Context: an optimization exercise on an open-source flow, tuned for small area and a short achievable clock period. The choices shown serve that exercise and are no tape-out recipe.
The RTL was checked by simulation tests, not by an equivalence proof against the original design.
In every run shown here, the design's own scripts or RTL, not TritonCTS, make the clock network.
The clock input has no modelled driver; a real chip could not lean on it and would need a root buffer or a full tree.

==> flow/design.v (outline; a module is shown in full before it is edited, if it fits) <==
// module multiplier_comb_reg: 20 lines
// module multiplier_comb: 2720 lines
// module mc_bseln: 6 lines
// module mc_bsel: 6 lines
// module mc_xnor2: 6 lines
// module mc_xor2: 6 lines
// module mc_xor3: 6 lines
// module mc_inv: 6 lines
// module mc_fa: 7 lines
// module mc_ha: 7 lines
// module mc_nand2: 6 lines
// module mc_nand2b: 6 lines
// module mc_nor2b: 6 lines
// module mc_nand3: 6 lines
// module mc_or2: 6 lines
// module mc_nor2: 6 lines
// module mc_o21ai: 6 lines
// module mc_a21o: 6 lines
// module mc_a21oi: 6 lines
module multiplier_comb_reg (
    input  logic        CLK_i,
    input  logic [31:0] DIN1_i,
    input  logic [31:0] DIN2_i,
    output logic [63:0] DOUT_o
);
  // ...
==> flow/flow/run.sh <==
#!/bin/bash
# Own layout flow: the standard ORFS flow (standard.sh: the standard
# synthesis, floorplan, power grid, placement, CTS and routing) with three
# changes:
#  1. between synthesis and floorplan, flow/post_synth.py re-sizes cells in the
#     synthesized netlist (drive strengths only; cell functions and flip-flop
#     cell types and names are kept);
#  2. the port buffers that buffer_ports inserts are plain buf_1 cells rather
#     than the clock-delay cells it picks by default;
#  3. at the end of the CTS step (POST_CTS_TCL hook), flow/cts_post.tcl
#     replaces the H-tree that clock_tree_synthesis built with a balanced
#     two-level tree: the clock port drives 4 clkbuf_16 buffers, each of which
#     drives 2 clkbuf_16 leaf buffers, each driving the flip-flops of one
#     region. Every flip-flop gets its clock through the same two buffer levels.
set -euo pipefail
R=orfs/results/sky130hd/multiplier_comb_reg/base
bash standard.sh synth > synth.log 2>&1
cp $R/1_2_yosys.v synth_netlist_orig.v
python3 flow/post_synth.py $R/1_2_yosys.v > post_synth.log 2>&1
diff synth_netlist_orig.v $R/1_2_yosys.v > post_synth.diff || true
touch $R/1_2_yosys.v
bash standard.sh \
  "BUFFER_PORTS_ARGS=-buffer_cell sky130_fd_sc_hd__buf_1" \
  "POST_CTS_TCL=$PWD/flow/cts_post.tcl" \
  finish > layout.log 2>&1
==> flow/flow/clock_tree.tcl <==
proc my_tree_split {insts axis} {
  set keyed {}
  foreach i $insts {
    set loc [$i getLocation]
    lappend keyed [list [lindex $loc $axis] $i]
  }
  set keyed [lsort -integer -index 0 $keyed]
  set h [expr {[llength $keyed] / 2}]
  set a {}
  set b {}
  set k 0
  foreach e $keyed {
    if {$k < $h} { lappend a [lindex $e 1] } else { lappend b [lindex $e 1] }
    incr k
  }
  return [list $a $b]
}

proc my_centroid {insts} {
  set sx 0
  set sy 0
  foreach i $insts {
    set loc [$i getLocation]
    set sx [expr {$sx + [lindex $loc 0]}]
    set sy [expr {$sy + [lindex $loc 1]}]
  }
  set n [llength $insts]
  return [list [expr {$sx / $n}] [expr {$sy / $n}]]
}

# split a list of instances into n groups (n a power of two), alternating axes
proc my_groups {insts n axis} {
  set groups [list $insts]
  while {[llength $groups] < $n} {
    set ng {}
    foreach g $groups { foreach h [my_tree_split $g $axis] { lappend ng $h } }
    set groups $ng
    set axis [expr {1 - $axis}]
  }
  return $groups
}

proc my_power {block inst} {
  foreach it [$inst getITerms] {
    set sig [[$it getMTerm] getSigType]
    if {$sig eq "POWER"} { $it connect [$block findNet VDD] }
    if {$sig eq "GROUND"} { $it connect [$block findNet VSS] }
  }
}

proc my_clock_tree2 {nroot nsub rootcell leafcell} {
  set db [ord::get_db]
  set block [ord::get_db_block]
  set clk [$block findNet CLK_i]
  set ffs {}
  foreach inst [$block getInsts] {
    if {[string match sky130_fd_sc_hd__df* [[$inst getMaster] getName]]} { lappend ffs $inst }
  }
  # remove the cells clock_tree_synthesis added: every cell on a clknet_* net
  # but the flip-flops (its buffers and its dummy loads)
  foreach ff $ffs { [$ff findITerm CLK] disconnect }
  set old {}
  foreach net [$block getNets] {
    if {[string match clknet_* [$net getName]]} {
      foreach it [$net getITerms] { lappend old [$it getInst] }
    }
  }
  foreach it [$clk getITerms] { lappend old [$it getInst] }
  set old [lsort -unique $old]
  set oldnets {}
  foreach inst $old {
    foreach it [$inst getITerms] {
      set n [$it getNet]
      if {$n ne "NULL" && [$n getName] ne "CLK_i" && [$n getSigType] ne "POWER" && [$n getSigType] ne "GROUND"} { lappend oldnets $n }
    }
    odb::dbInst_destroy $inst
  }
  foreach n [lsort -unique $oldnets] {
    if {[llength [$n getITerms]] == 0 && [llength [$n getBTerms]] == 0} { odb::dbNet_destroy $n }
  }
  foreach net [$block getNets] {
    if {[string match clknet_* [$net getName]]} { puts "my_clock_tree: net [$net getName] left with [llength [$net getITerms]] pins" }
  }
  set rmaster [$db findMaster $rootcell]
  set lmaster [$db findMaster $leafcell]
  set r 0
  set l 0
  foreach rg [my_groups $ffs $nroot 0] {
    set rnet [odb::dbNet_create $block my_clk_r$r]
    $rnet setSigType CLOCK
    set leaves {}
    foreach lg [my_groups $rg $nsub [expr {$nroot == 2 ? 1 : 0}]] {
      set net [odb::dbNet_create $block my_clk_l$l]
      $net setSigType CLOCK
      set buf [odb::dbInst_create $block $lmaster my_clkbuf_l$l]
      set c [my_centroid $lg]
      $buf setLocation [lindex $c 0] [lindex $c 1]
      $buf setPlacementStatus PLACED
      my_power $block $buf
      [$buf findITerm A] connect $rnet
      [$buf findITerm X] connect $net
      foreach ff $lg { [$ff findITerm CLK] connect $net }
      lappend leaves $buf
      incr l
    }
    set root [odb::dbInst_create $block $rmaster my_clkbuf_r$r]
    set c [my_centroid $leaves]
    $root setLocation [lindex $c 0] [lindex $c 1]
    $root setPlacementStatus PLACED
    my_power $block $root
    [$root findITerm A] connect $clk
    [$root findITerm X] connect $rnet
    incr r
  }
  puts "my_clock_tree: [llength $ffs] flip-flops, [llength $old] old clock cells removed, $r root and $l leaf buffers"
}
==> flow/flow/cts_post.tcl <==
# POST_CTS_TCL hook: rebuild the clock tree as a balanced two-level tree
# (see clock_tree.tcl), then legalize the new buffers.
source [file join [file dirname [info script]] clock_tree.tcl]
my_clock_tree2 4 2 sky130_fd_sc_hd__clkbuf_16 sky130_fd_sc_hd__clkbuf_16
detailed_placement
check_placement -verbose
estimate_parasitics -placement
report_clock_latency
==> flow/flow/post_synth.py <==
#!/usr/bin/env python3
"""Re-size cells in the standard synthesis netlist before the layout.

Only drive strengths change: every cell keeps its function, and every
flip-flop keeps its name and its cell type (dfxtp).
- Combinational cells that ABC's speed script up-sized go back to their
  smallest drive strength (the problem's period puts no pressure on them);
  repair_design later re-sizes any that need it for slew or capacitance.
- The operand flip-flops, which drive many partial-product gates each, get
  drive strength 2, so repair_design need not buffer their outputs.
- Inverters that drive eight or more pins become inv_2 (same area as inv_1).
Usage: post_synth.py NETLIST (edited in place)."""
import re, sys
from collections import Counter

path = sys.argv[1]
txt = open(path).read()
OUT_PINS = {"X", "Y", "Q", "Q_N", "SUM", "COUT", "HI", "LO"}
cell_re = re.compile(r"(\n\s*)(sky130_fd_sc_hd__\w+)(\s+)(\S+)(\s*\()(.*?)(\);)", re.S)
pin_re = re.compile(r"\.(\w+)\(([^()]*)\)")
fanout = Counter()
for m in cell_re.finditer(txt):
    for p, n in pin_re.findall(m.group(6)):
        if p not in OUT_PINS and n.strip():
            fanout[n.strip()] += 1
small = set(("a21oi a21boi a22oi a211oi o211ai o21ai nor2b nand2b nor2 nand2 nor3 nand3 "
             "xor2 xnor2 o22ai a21o o21a or2 and2").split())
stats = Counter()
def fix(m):
    typ, name, body = m.group(2), m.group(4), m.group(6)
    base = re.match(r"sky130_fd_sc_hd__(\w+?)_(\d+)$", typ)
    new = typ
    if base:
        kind, size = base.group(1), base.group(2)
        outs = [n.strip() for p, n in pin_re.findall(body) if p in OUT_PINS]
        fo = max([fanout[o] for o in outs] + [0])
        if kind in small and size in ("2", "4", "8"):
            new = f"sky130_fd_sc_hd__{kind}_1"
            stats["down-sized"] += 1
        elif kind == "dfxtp" and size == "1" and re.match(r"\\din[12]_q\[\d+\]\$_DFF_P_$", name):
            new = "sky130_fd_sc_hd__dfxtp_2"
            stats["operand flip-flops to dfxtp_2"] += 1
        elif kind == "inv" and size == "1" and fo >= 8:
            new = "sky130_fd_sc_hd__inv_2"
            stats["inverters to inv_2"] += 1
    return m.group(1) + new + m.group(3) + name + m.group(5) + body + m.group(7)
txt = cell_re.sub(fix, txt)
open(path, "w").write(txt)
print("post_synth:", dict(stats))
==> flow/standard.sh <==
#!/bin/bash
# synth_recipe.tcl (not shown) runs the flow's synth.tcl, then flattens the netlist and writes it again
# the make line also repeats each setting of config.mk as NAME=value (left out here)
make -C /OpenROAD-flow-scripts/flow DESIGN_CONFIG=/design/flow/config.mk WORK_HOME=/design/flow/orfs CLKGATE_MAP_FILE= SYNTH_SCRIPT=/design/flow/synth_recipe.tcl "${@:-finish}"
==> flow/config.mk <==
export PLATFORM = sky130hd
export DESIGN_NAME = multiplier_comb_reg
export DESIGN_NICKNAME = multiplier_comb_reg
export VERILOG_FILES = /design/flow/design.v
export SDC_FILE = /design/flow/constraint.sdc
export NUM_CORES = 4
export LEC_CHECK = 0
export CAP_MARGIN = 20
export CORE_MARGIN = 2
export CORE_UTILIZATION = 68
export PLACE_DENSITY = 0.75
export SLEW_MARGIN = 20
export SYNTH_HIERARCHICAL = 1
==> flow/constraint.sdc <==
create_clock -name core_clock -period 44.0 [get_ports {CLK_i}]
set_input_delay 8.8000 -clock core_clock [delete_from_list [all_inputs] [get_ports {CLK_i}]]
set_output_delay 8.8000 -clock core_clock [all_outputs]
set_load 0.01 [all_outputs]
==> run notes, run 1 <==
- Status: no timing/DRC/antenna violations
- Commonest non-fill, non-tap cells in the layout: o22ai_1, fa_1, xnor2_1
- Pre-CTS setup slack: 34.73 ns
- # placed instances: 2611
- Global route total overflow: 0
- Wire per inst: 27.7 µm
- Row cnt: 66
- Layout cell share with drive strength beyond 1: 5.78%
- Tapcells: 442
- Hold endpoint: DOUT_o[0]
- Total wire length: 72.8 mm
- Initial antenna violation count: 0
- Asr flop ratio synth: 0%
- Worst Hold Class: reg2reg
- Core Area: 0.0323 mm²
- Fraction of area in multi-input gates: 81.8%
- YS chip area: 0.0222 mm²
- Fillers: 2473
- Syn_area_per_cell: 10.9 µm²
- Yosys warns: 7
- Fin nets: 2746
- Sequential cell area share: 11.3%
- Met3 WL: 10.5 mm
- Arrival time at the worst endpoint: 0.81 ns
- Met1 Usage GRT: 54.5%
- Initial Util: 68.5%
- Global-route wire length before repair: 112 mm
- CTS clk-pin slew, worst paths: 0.11 ns
- Library cells used by synthesis: 14
- Final instance area: 0.0235 mm²
- Slew HR: 39.6%
- Post-synthesis cell area: 0.0221 mm²
- Worst Setup EP: DOUT_o[39]
- Leading area contributor after synthesis: fa_1
- Diode count: 0
- Main combinational cell family by area after synthesis: adder cells
- TNS Setup: 0 ns
- Final slew viol count: 0
==> run 2, diff against run 1 <==
--- a/flow/config.mk
+++ b/flow/config.mk
@@ -7,7 +7,6 @@
 export LEC_CHECK = 0
 export CAP_MARGIN = 20
 export CORE_MARGIN = 2
-export CORE_UTILIZATION = 68
-export PLACE_DENSITY = 0.75
+export CORE_UTILIZATION = 60
 export SLEW_MARGIN = 20
 export SYNTH_HIERARCHICAL = 1
==> run 2 against run 1 <==
Still clean. Sequential share of layout area is essentially flat. Cell area grew 0.17%. Critical path depth is the same. Register-to-register slack gained 0.04 ns. Synthesized cell count is the same. Worst hold slack lost 0.021 ns. Clock skew grew 0.012 ns. Global-route usage shrank 4.8 points. Sequential cell count is the same. Final cell count grew 1.0%. Critical path type unchanged. Largest cell class unchanged.
==> run notes, run 2 <==
- Slew HR: 38.4% (-1.2 points)
- CP Cell Sequence: buf_1
- Register with the most flip-flops: DOUT_o
- Synth Area in Adders: 43.6%
- Commonest non-fill, non-tap cells in the layout: o22ai_1, fa_1, xnor2_1
- Worst path top cell family by delay: flip-flops
- Die height: 196 µm
- Die Wd: 196 µm
- Main combinational cell family by area after synthesis: adder cells
- Area growth syn-to-layout: 6.28%
- Layout cell share with drive strength beyond 1: 5.82% (+0.043 points)
- Routed Antenna Nets: 0
- # clock sinks: 128
- Largest net degree at the start of global routing: 35
- Arrival time at the worst endpoint: 0.81 ns (about the same)
- Number of flip-flops in the largest register: 64
- Synthesized-area fraction occupied by and/or/nand/nor cells: 2.81%
- Final Hold Vio Count: 0
- Setup violators final: 0
- Post-synth top cells: o22ai_1, fa_1, xnor2_1
- Main flop type after synthesis: dfxtp_1
- Max incr delay on CP: 0.34 ns
- Worst setup margin: 34.39 ns
- Commonest non-fill, non-tap cell in the layout: o22ai_1
- Global-route wire length before repair: 113 mm (+1.2%)
- Final slew viol count: 0 (unchanged)
- YS chip area: 0.0222 mm² (unchanged)
- Row cnt: 70 (+6.1%)
- Syn_area_per_cell: 10.9 µm² (unchanged)
- Share of the yosys chip area belonging to registers: 11.6%
- RePlAce Congestion: 0.954
- DRC Markers: 0
- Global route total overflow: 0 (unchanged)
- XOR/XNOR share of the synthesized area: 24.2%
- Port bufs: 128
- Core Area: 0.0364 mm² (+13%)
- Vias: 18210
- DR pass1 iterations: 8
- Iteration-0 DRC Markers: 2480
- Regs by FF count: DOUT_o x64, din1_q x32, din2_q x32
- GRT Overall Usage: 39.3%
- Pre-CTS setup slack: 34.73 ns (unchanged)
- Worst Path Buf+Inv: 1
- Diode count: 0 (unchanged)
- Worst EP required: 35.20 ns
- RSZ-0062 raised after global routing: no
- Final Skew: 0.0631 ns
- Worst-path cell with the longest stage delay: dfxtp_1
- Post-DP HPWL: 53.3 mm
- Clock latency on the worst-skew pair: 0.33 ns
- Type of origin of the critical path: flip-flop
- Yosys top cell area share: 41.3%
- Vias per cell: 6.87
- Mapped Cells: 2039
- CTS clk-pin slew, worst paths: 0.09 ns (-0.02 ns)
- Max-Cap Viols: 0
- Initial Util: 60.7% (-7.8 points)
- Initial antenna violation count: 0 (unchanged)
- Fin Hold WS: 0.961 ns
- Fin nets: 2747 (+0.036%)
- Total wire length: 73.5 mm (+0.97%)
- Post-synthesis cell area: 0.0221 mm² (unchanged)
- Slew of the pin with the lowest slew margin: 0.925 ns
- Post-synthesis net count: 2602
- Synth Register Bits: 128
- Post-synthesis mux area share: 0%
- F_max: 0.104 GHz
- Period utilization: 21.8%
- Number of synthesized flops with an enable pin: 0
- Library cells used by synthesis: 14 (unchanged)
- Fin crit period: 9.61 ns
- Yosys warns: 7 (unchanged)
- Wire per inst: 27.7 µm (about the same)
- Worst Hold Class: reg2reg
- Ranking of synthesized cells by area: fa_1, o22ai_1, xnor2_1
- Die ar.: 0.0384 mm²
- TNS Setup: 0 ns (unchanged)
- Critical Path Sink Type: primary output
- IO Count: 129
- Status: no timing/DRC/antenna violations
- Vias in the first global route: 19356
- Compound-Gate Fraction of Synth Area: 16.5%
- Asr flop ratio synth: 0% (unchanged)
- Worst Path Max Fanout: 1
- Leading area contributor after synthesis: fa_1
- Most numerous cell in the Yosys netlist: o22ai_1
- Setup CP Type: reg2out
[run 2: path summary, 6_finish.rpt]
path,start,end,slack (ns),cells after the start
worst min-delay path,din2_q[1],DOUT_o[0],0.96,1
worst max register to register,din2_q[1],DOUT_o[61],35.14,41
worst max-delay path,DOUT_o[37],DOUT_o[37],34.39,1
worst min register to register,din2_q[1],DOUT_o[0],0.96,1
[run 2: modules after synthesis (local to each module, per instance), excerpt]
module	cells	area [µm²]	times used	flip-flops and latches
mc_or2	1	6.26	14	0
mc_a21o	1	7.51	16	0
mc_nand2	1	3.75	93	0
mc_xnor2	1	8.76	313	0
mc_nand3	1	5.00	14	0
mc_ha	1	12.5	41	0
mc_a21oi	1	8.76	33	0
multiplier_comb_reg	128	2560	1	128
mc_fa	1	20.0	457	0
mc_xor2	1	8.76	300	0
mc_nor2	1	3.75	31	0
mc_o21ai	1	5.00	10	0
mc_bsel	1	6.26	513	0
mc_inv	1	3.75	76	0
[run 2: cell type report]
| cell class | count | area [µm²] |
|---|---|---|
| sequential | 128 | 2640 |
| buffer | 12 | 300 |
| fill | 2959 | 12900 |
| tap | 468 | 586 |
| multi-input combinational | 1835 | 19200 |
| inverter | 76 | 285 |
| timing repair buffer | 131 | 503 |
[run 2: logic make-up (layout without fill, tap and decap cells)]
group	after synthesis	count (layout)
AO/OA/AOI/OAI	572	572
XOR/XNOR	613	613
flip-flops	128	128
buffers and inverters	76	219
adder cells (fa/ha/maj)	498	498
AND/OR/NAND/NOR	152	152
[run 2: per-layer routing]
metal  global-route usage, %  part of all wire (%)  up-vias
met5                       0                     0        -
li1                        -                     -     7586
met1                    50.4                    38     9000
met3                    11.1                    12      289
met2                    61.7                    45     1335
met4                    19.1                   5.2        0
[run 2: metrics by stage]
step / cells / util, % / area, µm²
floorplan: 2039 / - / 22100
global placement: 2638 / 63.7 / 23200
detailed placement: 2638 / 63.7 / 23200
global route: 2650 / 64.5 / 23500
finish: 2650 / 64.5 / 23500
==> run 3, diff against run 2 <==
--- a/flow/flow/post_synth.py
+++ b/flow/flow/post_synth.py
@@ -6,8 +6,9 @@
 - Combinational cells that ABC's speed script up-sized go back to their
   smallest drive strength (the problem's period puts no pressure on them);
   repair_design later re-sizes any that need it for slew or capacitance.
-- The operand flip-flops, which drive many partial-product gates each, get
-  drive strength 2, so repair_design need not buffer their outputs.
+- The operand flip-flops that drive eight or more pins (most of them drive
+  many partial-product gates) get drive strength 2, so repair_design need
+  not buffer their outputs.
 - Inverters that drive eight or more pins become inv_2 (same area as inv_1).
 Usage: post_synth.py NETLIST (edited in place)."""
 import re, sys
@@ -37,7 +38,7 @@
         if kind in small and size in ("2", "4", "8"):
             new = f"sky130_fd_sc_hd__{kind}_1"
             stats["down-sized"] += 1
-        elif kind == "dfxtp" and size == "1" and re.match(r"\\din[12]_q\[\d+\]\$_DFF_P_$", name):
+        elif kind == "dfxtp" and size == "1" and fo >= 8 and re.match(r"\\din[12]_q\[\d+\]\$_DFF_P_$", name):
             new = "sky130_fd_sc_hd__dfxtp_2"
             stats["operand flip-flops to dfxtp_2"] += 1
         elif kind == "inv" and size == "1" and fo >= 8:
==> run 3 against run 2 <==
Synthesized area about the same. Final cell count about the same. Core utilization about the same. Worst setup slack improved by 0.0098 ns. Maximum frequency increased by 0.10%. Critical path type unchanged. Still clean. Wire length decreased by 0.94%.
==> run notes, run 3 <==
- Row cnt: 70 (unchanged)
- Wire per inst: 27.5 µm (-0.98%)
- Vias in the first global route: 19468 (+0.58%)
- DRC Markers: 0 (unchanged)
- Worst Hold Class: reg2reg
- TNS Setup: 0 ns (unchanged)
- GRT Overall Usage: 38.9% (-0.36 points)
- Commonest non-fill, non-tap cell in the layout: o22ai_1
- Routed Antenna Nets: 0 (unchanged)
- Arrival time at the worst endpoint: 0.80 ns (about the same)
- Met1 Usage GRT: 49.9% (-0.53 points)
- Vias: 18268 (+0.32%)
- YS chip area: 0.0222 mm² (unchanged)
- Regs by FF count: DOUT_o x64, din1_q x32, din2_q x32
- Core Area: 0.0364 mm² (unchanged)
- Worst Path Max Fanout: 1 (unchanged)
- Critical Path Sink Type: primary output
- Ranking of synthesized cells by area: fa_1, o22ai_1, xnor2_1
- Total wire length: 72.8 mm (-0.94%)
- Final slew viol count: 0 (unchanged)
- Yosys warns: 7 (unchanged)
- Worst EP required: 35.20 ns (about the same)
- Number of synthesized flops with an enable pin: 0 (unchanged)
- Clock latency on the worst-skew pair: 0.32 ns (about the same)
- Synth Register Bits: 128 (unchanged)
- CP Cell Sequence: buf_1
- Share of the yosys chip area belonging to registers: 11.6% (unchanged)
- Fin Hold WS: 0.933 ns (-0.0279 ns)
- Vias per cell: 6.89 (+0.28%)
- Setup violators final: 0 (unchanged)
- Met2 usage: 60.7% (-1.0 points)
- Die Wd: 196 µm (about the same)
- Global route total overflow: 0 (unchanged)
- Initial antenna violation count: 0 (unchanged)
- Final Skew: 0.0567 ns (-0.00643 ns)
- Post-synthesis net count: 2602 (unchanged)
- IO Count: 129 (unchanged)
- Largest net degree at the start of global routing: 35 (unchanged)
- Commonest non-fill, non-tap cells in the layout: o22ai_1, fa_1, xnor2_1
- Library cells used by synthesis: 14 (unchanged)
- Post-synth top cells: o22ai_1, fa_1, xnor2_1
- Initial Util: 60.7% (about the same)
- Type of origin of the critical path: flip-flop
- Fin nets: 2748 (+0.036%)
- Syn_area_per_cell: 10.8 µm² (about the same)
- Asr flop ratio synth: 0% (unchanged)
- Global routing met3 resource utilization: 11.2% (+0.086 points)
- Iteration-0 DRC Markers: 2322 (-6.4%)
- Worst Path Buf+Inv: 1 (unchanged)
- Final core utilization: 64.5% (about the same)
- Max-Cap Viols: 0 (unchanged)
- Mapped Cells: 2039 (unchanged)
- # clock sinks: 128 (unchanged)
- Worst path top cell family by delay: flip-flops
- F_max: 0.104 GHz (+0.10%)
- Global-route wire length before repair: 113 mm (-0.41%)
- Yosys top cell area share: 41.3% (unchanged)
- Number of flip-flops in the largest register: 64 (unchanged)
- Period utilization: 21.8% (-0.022 points)
- Max incr delay on CP: 0.33 ns (about the same)
- Slew HR: 40.4% (+2.0 points)
- DR pass1 iterations: 6 (-2)
- RePlAce Congestion: 0.908 (-4.7%)
- Area growth syn-to-layout: 6.32% (about the same)
- Setup CP Type: reg2out
- Slew of the pin with the lowest slew margin: 0.894 ns (-0.0305 ns)
- Post-DP HPWL: 53.0 mm (-0.47%)
- Diode count: 0 (unchanged)
- Port bufs: 128 (unchanged)
- Most numerous cell in the Yosys netlist: o22ai_1
- Die height: 196 µm (about the same)
- Worst-path cell with the longest stage delay: dfxtp_1
- RSZ-0062 raised after global routing: no
- Fin crit period: 9.60 ns (-0.00980 ns)
- DP Area: 0.0232 mm² (about the same)
- Register with the most flip-flops: DOUT_o
- GR peak layer: met2
- Fillers: 3075 (+3.9%)
- Layout cell share with drive strength beyond 1: 5.13% (-0.69 points)
- Final Hold Vio Count: 0 (unchanged)
- Final instance area: 0.0235 mm² (about the same)
- Leading area contributor after synthesis: fa_1
- Die ar.: 0.0384 mm² (about the same)
- Post-synthesis cell area: 0.0221 mm² (about the same)
- Status: no timing/DRC/antenna violations
- Main flop type after synthesis: dfxtp_1
- CTS clk-pin slew, worst paths: 0.09 ns (about the same)
-- run 3: cell counts after synthesis --
No cell type changed its count.
-- run 3: cells by family (layout without fill, tap and decap cells) --
kind of cell | count (synthesis) | in the layout | synth area share [%]
and+or+nand+nor | 152 | 152 | 2.81
adders and majority gates | 498 | 498 | 43.6
DFF | 128 | 128 | 11.6
AOI/OAI and AO/OA | 572 | 572 | 16.5
buffers and inverters | 76 | 220 | 1.29
xor gates and xnor gates | 613 | 613 | 24.2
-- run 3: cell type report --
type                            instances  area, µm²  share of cell area [%]
Multi-Input combinational cell       1835      19200                    81.7
Tap cell                              468        586                    2.49
Inverter                               76        285                    1.21
Buffer                                 12        300                    1.28
Sequential cell                       128       2620                    11.2
Timing Repair Buffer                  132        510                    2.17
-- run 3: layer usage --
layer  vias up  wire length, µm
met3       273             8720
li1       7574                -
met2      1364            32900
met5         -                0
met4         0             4000
met1      9057            27200
-- run 3: path summary, 6_finish.rpt --
kind                            startpoint    endpoint  slack (ns)  cells past startpoint
worst max-delay path             DOUT_o[3]   DOUT_o[3]       34.40                      1
worst min-delay path             din2_q[1]   DOUT_o[0]        0.93                      1
worst max register to register   din2_q[1]  DOUT_o[61]       35.21                     41
worst min register to register   din2_q[1]   DOUT_o[0]        0.93                      1
-- run 3: through the flow --
stage	instances	worst slack, ns
2_1_floorplan	2039	34.87
3_3_place_gp	2639	34.76
3_5_place_dp	2639	34.74
5_1_grt	2651	34.37
6_report	2651	34.40
-- run 3: per-module statistics from Yosys (local to each module, per instance), excerpt --
| module | cells | flip-flops and latches | area, µm² |
|---|---|---|---|
| mc_a21oi | 1 | 0 | 8.76 |
| mc_ha | 1 | 0 | 12.5 |
| mc_o21ai | 1 | 0 | 5.00 |
| mc_or2 | 1 | 0 | 6.26 |
| mc_nor2 | 1 | 0 | 3.75 |
| mc_nand2 | 1 | 0 | 3.75 |
| mc_a21o | 1 | 0 | 7.51 |
| mc_xnor2 | 1 | 0 | 8.76 |
| multiplier_comb_reg | 128 | 128 | 2560 |
| mc_fa | 1 | 0 | 20.0 |
| mc_nand3 | 1 | 0 | 5.00 |
| mc_xor2 | 1 | 0 | 8.76 |
| mc_bsel | 1 | 0 | 6.26 |
==> run 4, diff against run 3 <==
--- a/flow/flow/run.sh
+++ b/flow/flow/run.sh
@@ -9,8 +9,8 @@
 #     than the clock-delay cells it picks by default;
 #  3. at the end of the CTS step (POST_CTS_TCL hook), flow/cts_post.tcl
 #     replaces the H-tree that clock_tree_synthesis built with a balanced
-#     two-level tree: the clock port drives 4 clkbuf_16 buffers, each of which
-#     drives 2 clkbuf_16 leaf buffers, each driving the flip-flops of one
+#     two-level tree: the clock port drives 4 buf_12 buffers, each of which
+#     drives 2 buf_12 leaf buffers, each driving the flip-flops of one
 #     region. Every flip-flop gets its clock through the same two buffer levels.
 set -euo pipefail
 R=orfs/results/sky130hd/multiplier_comb_reg/base
==> flow/flow/cts_post.tcl (replaced) <==
# POST_CTS_TCL hook: rebuild the clock tree as a balanced two-level tree
# (see clock_tree.tcl), then legalize the new buffers.
source [file join [file dirname [info script]] clock_tree.tcl]
my_clock_tree2 4 2 sky130_fd_sc_hd__buf_12 sky130_fd_sc_hd__buf_12
detailed_placement
check_placement -verbose
estimate_parasitics -placement
report_clock_latency
==> run 4 against run 3 <==
Final cell count is the same. Register-to-register slack is essentially flat. Still clean on timing, DRC and antenna. Critical path type unchanged. Sequential cell count is the same. Worst setup slack gained 0.043 ns. First-iteration DRC count grew 5.9%. Core utilization shrank 0.16 points. Synthesized cell count is the same. Die area is the same. Sequential share of layout area is essentially flat.
==> run notes, run 4 <==
- Status: no timing/DRC/antenna violations
- Period utilization: 21.7% (-0.099 points)
- Fin nets: 2748 (unchanged)
- Ranking of synthesized cells by area: fa_1, o22ai_1, xnor2_1
- F_max: 0.105 GHz (+0.45%)
- Arrival time at the worst endpoint: 0.76 ns (-0.04 ns)
- Max-Cap Viols: 0 (unchanged)
- Wire per inst: 27.4 µm (about the same)
- Layout cell share with drive strength beyond 1: 5.13% (unchanged)
- Synth Area in Adders: 43.6% (unchanged)
- DR pass1 iterations: 9 (+3)
- Number of synthesized flops with an enable pin: 0 (unchanged)
- Compound-Gate Fraction of Synth Area: 16.5% (unchanged)
- Synth Register Bits: 128 (unchanged)
- Syn_area_per_cell: 10.8 µm² (unchanged)
- Worst R2R Setup Slack: 35.22 ns (about the same)
- Multi-input gate area: 0.0192 mm² (unchanged)
- Main flop type after synthesis: dfxtp_1
- Final Hold Vio Count: 0 (unchanged)
- Worst Path Buf+Inv: 1 (unchanged)
- TNS Setup: 0 ns (unchanged)
- Max incr delay on CP: 0.33 ns (about the same)
- GRT Overall Usage: 38.9% (-0.066 points)
- Worst-path cell with the longest stage delay: dfxtp_1
- Stages on worst setup path: 1 (unchanged)
- Synthesized-area fraction occupied by and/or/nand/nor cells: 2.81% (unchanged)
- Fillers: 3087 (+0.39%)
- Worst Reg-to-Reg Cells: 41 (unchanged)
- Row cnt: 70 (unchanged)
- Vias: 18157 (-0.61%)
- Commonest non-fill, non-tap cell in the layout: o22ai_1
- Critical Path Sink Type: primary output
- Worst path top cell family by delay: flip-flops
- Slew of the pin with the lowest slew margin: 0.892 ns (-0.00211 ns)
- Die height: 196 µm (unchanged)
- IO Count: 129 (unchanged)
- Fin crit period: 9.56 ns (-0.0434 ns)
- Post-DP HPWL: 53.0 mm (unchanged)
- Vias per cell: 6.85 (-0.61%)
- Final slew viol count: 0 (unchanged)
- RSZ-0062 raised after global routing: no
- DRC Markers: 0 (unchanged)
- CTS clk-pin slew, worst paths: 0.10 ns (about the same)
- Core Area: 0.0364 mm² (unchanged)
- Share of the yosys chip area belonging to registers: 11.6% (unchanged)
- Worst Path Max Fanout: 1 (unchanged)
- DR WL met2: 32.9 mm (+0.22%)
- Clock latency on the worst-skew pair: 0.28 ns (-0.04 ns)
- Worst Setup EP: DOUT_o[3]
- Global-route wire length before repair: 113 mm (about the same)
- Regs by FF count: DOUT_o x64, din1_q x32, din2_q x32
- Max Used Layer: met4
- Library cells used by synthesis: 14 (unchanged)
- Post-synthesis net count: 2602 (unchanged)
- Asr flop ratio synth: 0% (unchanged)
- Register with the most flip-flops: DOUT_o
- Mapped Cells: 2039 (unchanged)
- Worst EP required: 35.20 ns (about the same)
- Initial antenna violation count: 0 (unchanged)
- XOR/XNOR share of the synthesized area: 24.2% (unchanged)
- Setup violators final: 0 (unchanged)
- RePlAce Congestion: 0.908 (unchanged)
- Initial Util: 60.7% (unchanged)
- Number of flip-flops in the largest register: 64 (unchanged)
- Met3 WL: 8.45 mm (-3.1%)
- Most numerous cell in the Yosys netlist: o22ai_1
- Commonest non-fill, non-tap cells in the layout: o22ai_1, fa_1, xnor2_1
- CP Cell Sequence: buf_1
- Global route total overflow: 0 (unchanged)
- FF-to-FF End: DOUT_o[61]
- Iteration-0 DRC Markers: 2460 (+5.9%)
- Post-synth top cells: o22ai_1, fa_1, xnor2_1
- Main combinational cell family by area after synthesis: adder cells
- Die Wd: 196 µm (unchanged)
- Yosys top cell area share: 41.3% (unchanged)
- Yosys warns: 7 (unchanged)
- Worst Hold Class: reg2reg
- Routed Antenna Nets: 0 (unchanged)
- # clock sinks: 128 (unchanged)
- Port bufs: 128 (unchanged)
- YS chip area: 0.0222 mm² (unchanged)
- Vias in the first global route: 19463 (-0.026%)
- Largest net degree at the start of global routing: 35 (unchanged)
- Final Skew: 0.0659 ns (+0.00918 ns)
- Cell Count, Final, Fillers Out: 2651 (unchanged)
- Type of origin of the critical path: flip-flop
- Setup CP Type: reg2out
- Wl on met1: 27.6 mm (+1.6%)
- Sequential cell area: 0.00262 mm² (unchanged)
- Total wire length: 72.7 mm (about the same)
- Post-synthesis mux area share: 0% (unchanged)
- Slew HR: 40.5% (+0.14 points)
- Diode count: 0 (unchanged)
- FF-to-FF Start: din2_q[5]
- Post-synthesis cell area: 0.0221 mm² (unchanged)
- Crit. Startpoint: DOUT_o[3]
- # placed instances: 2639 (unchanged)
- Leading area contributor after synthesis: fa_1
- Die ar.: 0.0384 mm² (unchanged)
- Area growth syn-to-layout: 6.04%
[run 4: cell counts after synthesis]
Identical to the previous run, type by type.
[run 4: metrics by stage]
stage / worst slack (ns) / hold WS, ns / util [%] / cell area (µm²)
2_1_floorplan: 34.87 / 0.797 / - / 22100
5_1_grt: 34.42 / 0.963 / 64.3 / 23400
6_report: 34.44 / 0.930 / 64.3 / 23400
3_5_place_dp: 34.74 / 0.915 / 63.7 / 23200
3_3_place_gp: 34.76 / 0.902 / 63.7 / 23200
[run 4: how the worst min path moves through the flow]
stage | start | end | slack [ns] | cells past startpoint
2_1_floorplan | din2_q[1] | DOUT_o[0] | 0.80 | 1
3_3_place_gp | din2_q[1] | DOUT_o[0] | 0.90 | 1
3_5_place_dp | din2_q[1] | DOUT_o[0] | 0.91 | 1
5_1_grt | din2_q[1] | DOUT_o[0] | 0.96 | 1
6_report | din2_q[1] | DOUT_o[0] | 0.93 | 1
[run 4: layout make-up]
cell class                      count  area share, %
Multi-Input combinational cell   1835           81.9
Sequential cell                   128           11.2
Tap cell                          468           2.50
Buffer                             12           1.02
Inverter                           76           1.22
Timing Repair Buffer              132           2.18
[run 4: cell families after synthesis]
logic type / Yosys count
compound gates: 572
flops: 128
simple gates: 152
fa+ha+maj: 498
buf+inv: 76
xor+xnor: 613
[run 4: per-layer routing]
| metal | vias to the layer above | GRT usage [%] |
|---|---|---|
| li1 | 7577 | - |
| met1 | 9035 | 49.9 |
| met2 | 1270 | 60.7 |
| met3 | 275 | 11.1 |
| met4 | 0 | 19.2 |
| met5 | - | 0.511 |
[run 4: Yosys stat by module, one instance, submodules excluded, excerpt]
module	flops+latches	cell area, µm²
mc_bsel	0	6.26
mc_ha	0	12.5
mc_inv	0	3.75
mc_nand3	0	5.00
mc_nor2	0	3.75
mc_o21ai	0	5.00
mc_xnor2	0	8.76
mc_xor2	0	8.76

separate check: timing with driven ports:
The flow's constraints put no driver on any port. The routed layouts listed below were extracted and timed again, unchanged, in two steps. Step 1: set_driving_cell puts a clkbuf_16 on CLK_i and a buf_2 on each other input, an assumption about the parent block. Step 2 also shifts input and output timing later by t, the mid clock arrival at the registers, as if the neighbouring blocks saw the same clock. Three values: ideal, step 1, step 2; two values: the first two.
run	shift t [ns]	setup WS [ns]	worst hold slack (ns)	latest minus earliest clock arrival (ns)
run 1	0.399	34.387 / 34.274 / 34.674	0.981 / 0.981 / 0.981	0.051 / 0.051
run 2	0.412	34.389 / 34.271 / 34.683	0.961 / 0.961 / 0.961	0.064 / 0.064
run 3	0.404	34.398 / 34.287 / 34.691	0.933 / 0.933 / 0.933	0.057 / 0.056
run 4	0.358	34.442 / 34.328 / 34.686	0.930 / 0.930 / 0.930	0.066 / 0.066
After both steps setup and hold are still met in every run listed.
